What follows belongs to an exercise in optimizing a design on an open flow for small area, a short achievable clock period and few clock cycles per item; a production flow would make more cautious choices.
Where RTL was checked, it was by simulation tests only, not by an equivalence proof against the original.

==> flow/design.v (excerpt) <==
module ahb_lite_fir_filter(
    input clk,
          n_rst,
    input logic hsel,
    input logic [3:0] haddr,
    input logic hsize,
    input logic [1:0] htrans,
    input logic hwrite,
    input logic [15:0] hwdata,
    output logic [15:0] hrdata,
    output logic hresp
);
For scale: roughly 2,300 cells after synthesis, roughly 44 I/O pins.
export LEC_CHECK = 0
export ABC_CLOCK_PERIOD_IN_PS = 5500
export CAP_MARGIN = 20
export CORE_MARGIN = 2
export CORE_UTILIZATION = 40
export SLEW_MARGIN = 20
create_clock -name core_clock -period 12.0 [get_ports {clk}]
standard.sh (not shown) runs the stock make flow with config.mk's settings and CLKGATE_MAP_FILE= SYNTH_SCRIPT=/design/flow/synth_recipe.tcl, a recipe that flattens the netlist after the stock synthesis.
==> flow/flow/run.sh <==
#!/bin/bash
# The standard layout, with timing repair aimed at a setup slack margin
# (a shorter achieved period than the 12 ns constraint) and port buffers of a
# regular buffer cell. The clock and constraints are the standard flow's own.
set -euo pipefail
MARGIN=${MARGIN:-6.5}
bash standard.sh "SETUP_SLACK_MARGIN=$MARGIN" \
    "BUFFER_PORTS_ARGS=-buffer_cell sky130_fd_sc_hd__buf_2" finish > standard_flow.log 2>&1
The baseline finished with timing, DRC and antenna clean.
Testbench counts at the start, summed over its fixed seeds: cycles 2,064, samples 512.
Edit:
--- a/flow/design.v
+++ b/flow/design.v
@@ -550,61 +550,61 @@
     assign m2_w219 = m2_w138 ^ m2_w177 ^ m2_w176;
     assign m2_w220 = (m2_w138 & m2_w177) | (m2_w176 & (m2_w138 ^ m2_w177));
     assign m2_w221 = m2_w179 ^ m2_w140 ^ m2_w178;
     assign m2_w222 = (m2_w179 & m2_w140) | (m2_w178 & (m2_w179 ^ m2_w140));
     assign m2_w223 = (a2[6] & b2[15]) ^ m2_w180;
     assign m2_w224 = (a2[6] & b2[15]) & m2_w180;
     assign m2_r0 = {m2_w224, m2_w223, m2_w221, m2_w219, m2_w216, m2_w214, m2_w212, m2_w210, m2_w208, m2_w206, m2_w204, m2_w202, m2_w200, m2_w198, m2_w196, m2_w194, m2_w192, m2_w190, m2_w188, m2_w186, m2_w184, m2_w182, s1c[0]};
     assign m2_r1 = {1'b0, m2_w222, m2_w220, m2_w218, m2_w217, m2_w215, m2_w213, m2_w211, m2_w209, m2_w207, m2_w205, m2_w203, m2_w201, m2_w199, m2_w197, m2_w195, m2_w193, m2_w191, m2_w189, m2_w187, m2_w185, m2_w183, m2_w181};
-    logic [L:0]  m2_lo;
-    logic [15:0] s16, c16;
-    logic        c_lo;
-    assign m2_lo = {1'b0, m2_r0[L-1:0]} + {1'b0, m2_r1[L-1:0]} + {{L{1'b0}}, s1k};
-    assign c_lo  = m2_lo[L];
-    assign s16   = m2_r0[L+15:L];
-    assign c16   = m2_r1[L+15:L];
-    logic [16:0] wsum;
-    logic        w;                         
-    assign wsum  = {1'b0, s16} + {1'b0, c16} + {16'd0, c_lo};
-    assign w     = wsum[16];
-    logic [17:0] nb_x, ap_y, s18, c18, v1, v2, u1, u2;
-    logic        sub;
+    logic [31-K:0] r;
+    logic          w;
+    assign r = m2_r0 + m2_r1 + {{(31-K){1'b0}}, s1k};
+    assign w = r[31-K];
+    logic [17:0]   nb_x, ap_y, v1, v2, u1, u2;
+    logic [17+L:0] z1, z2;
+    logic          sub;
     assign sub  = k_t1 | k_t3;
     assign nb_x = k_t2 ? 18'h3FFFF : nb;
     assign ap_y = k_t2 ? 18'd1 : ap;
-    assign s18  = {2'b00, s16} ^ {18{sub}};
-    assign c18  = {2'b00, c16} ^ {18{sub}};
-    assign v1   = nb_x + s18 + c18 + {17'd0, sub} + {17'd0, c_lo ^ sub};    
-    assign v2   = {2'b00, s16} + {2'b00, c16} + {17'd0, c_lo} + ~ap_y + 18'd1;   
-    assign u1   = {v1[17:16] + (sub ? {1'b0, w} : -{1'b0, w}), v1[15:0]};
+    assign z1   = {nb_x ^ {18{sub}}, {L{1'b0}}} + m2_r0 + m2_r1 + {{(17+L){1'b0}}, s1k};
+    assign z2   = {~ap_y, {L{1'b1}}} + m2_r0 + m2_r1 + {{(17+L){1'b0}}, s1k} + {{(17+L){1'b0}}, 1'b1};
+    assign v1   = z1[17+L:L];
+    assign v2   = z2[17+L:L];
+    assign u1   = sub ? {~v1[17:16] + {1'b0, w}, ~v1[15:0]} : {v1[17:16] - {1'b0, w}, v1[15:0]};
     assign u2   = {v2[17:16] - {1'b0, w}, v2[15:0]};
     logic err_new;
-    assign err_new = (w ? (v2[17:16] == 2'b10) : (v2[17:16] == 2'b01)) |
-                     (w ? (v1[17:16] == 2'b11) : (v1[17:16] == 2'b10));
+    assign err_new = (v1[17] & ~(v1[16] ^ w)) | ((v2[17] ^ v2[16]) & ~(v2[17] ^ w));
     logic busy, err_bit;
     assign busy    = wr_pend | samp_pend | r14[0];
     assign err_bit = k_t0 ? err_new : err;
     logic [15:0] mag, pdata, rdata;
+    logic        st_hw, st_b1;
     assign mag = res[16] ? (~res[15:0] + 16'd1) : res[15:0];
+    assign st_hw = rd_req & (haddr[3:1] == 3'd0) & hsize;
+    assign st_b1 = rd_req & (haddr == 4'd1) & ~hsize;
     always_comb begin
         case (haddr[3:1])
-            3'd0:    pdata = {7'd0, err_bit, 7'd0, busy};
+            3'd0:    pdata = {15'd0, busy};
             3'd1:    pdata = mag;
             3'd2:    pdata = smp;
             3'd3:    pdata = c0;
             3'd4:    pdata = c1;
             3'd5:    pdata = c2;
             3'd6:    pdata = c3;
             default: pdata = {r15, r14};
         endcase
-        if (hsize)
+        if (!rd_req)
+            rdata = 16'd0;
+        else if (hsize)
             rdata = pdata;
         else
             rdata = {8'd0, haddr[0] ? pdata[15:8] : pdata[7:0]};
+        rdata[8] = rdata[8] | (st_hw & err_bit);
+        rdata[0] = rdata[0] | (st_b1 & err_bit);
     end
     always_ff @(posedge clk) begin
         s1s <= m1_r0[15+K:K];
         s1c <= m1_r1[15+K:K];
         s1k <= m1_lo[K];
         a2  <= a1[15:K];
         b2  <= b1;
     end
@@ -632,17 +632,17 @@
             k_t2      <= 1'b0;
             k_t1      <= 1'b0;
             k_t3      <= 1'b0;
             ap        <= 18'd1;
             nb        <= 18'h3FFFF;
             res       <= 17'd0;
             err       <= 1'b0;
         end else begin
-            hrdata  <= rd_req ? rdata : 16'd0;
+            hrdata  <= rdata;
             wr_pend <= wr_req;
             wr_pair <= haddr[3:1];
             if (wr_smp) begin
                 smp <= hwdata;
                 h1  <= smp;
                 h2  <= h1;
             end
             if (wr_c0) c0 <= hwdata;
First-iteration DRC count increases by about 13%.
Global-route usage hardly moves.
Via count increases by about 7%.
Flip-flop and latch count does not change.
Count of clock-buffer cells in the layout increases by 7.
Sequential share of layout area decreases by 1.3 points.
Final cell count increases by about 5%.
Wire length increases by about 6%.
Worst setup slack is worse by 0.14 ns.
Worst hold slack is better by 0.016 ns.
Non-clock buffer count increases by 5.
Die area increases by 4.4%.
Only the layout flow was run in the second run of this note; the RTL was not checked for function there.

re-timing with driven ports:
The results above use ideal ports. As a check the final layouts listed here were re-extracted and re-timed, cells and wires unchanged.
Step 1 sets driving cells, clkbuf_16 on the clock port and buf_2 on the other inputs (assumed; they add their load-dependent delay and slew).
Step 2 moves the port delays by t, midway between the first and last clock arrival at a register: inputs arrive t later, outputs are due t later. That takes back most of the time a late clock gives input paths.
Three values: no drivers, after step 1, after step 2; two values: the first two.
run	t (ns)	slack for setup (ns)	worst setup path after step 2
the first run	0.628	5.925 / 5.925 / 5.925	input to register
the second run	0.625	5.785 / 5.785 / 5.785	register to register
After both steps setup and hold are still met in every run listed.
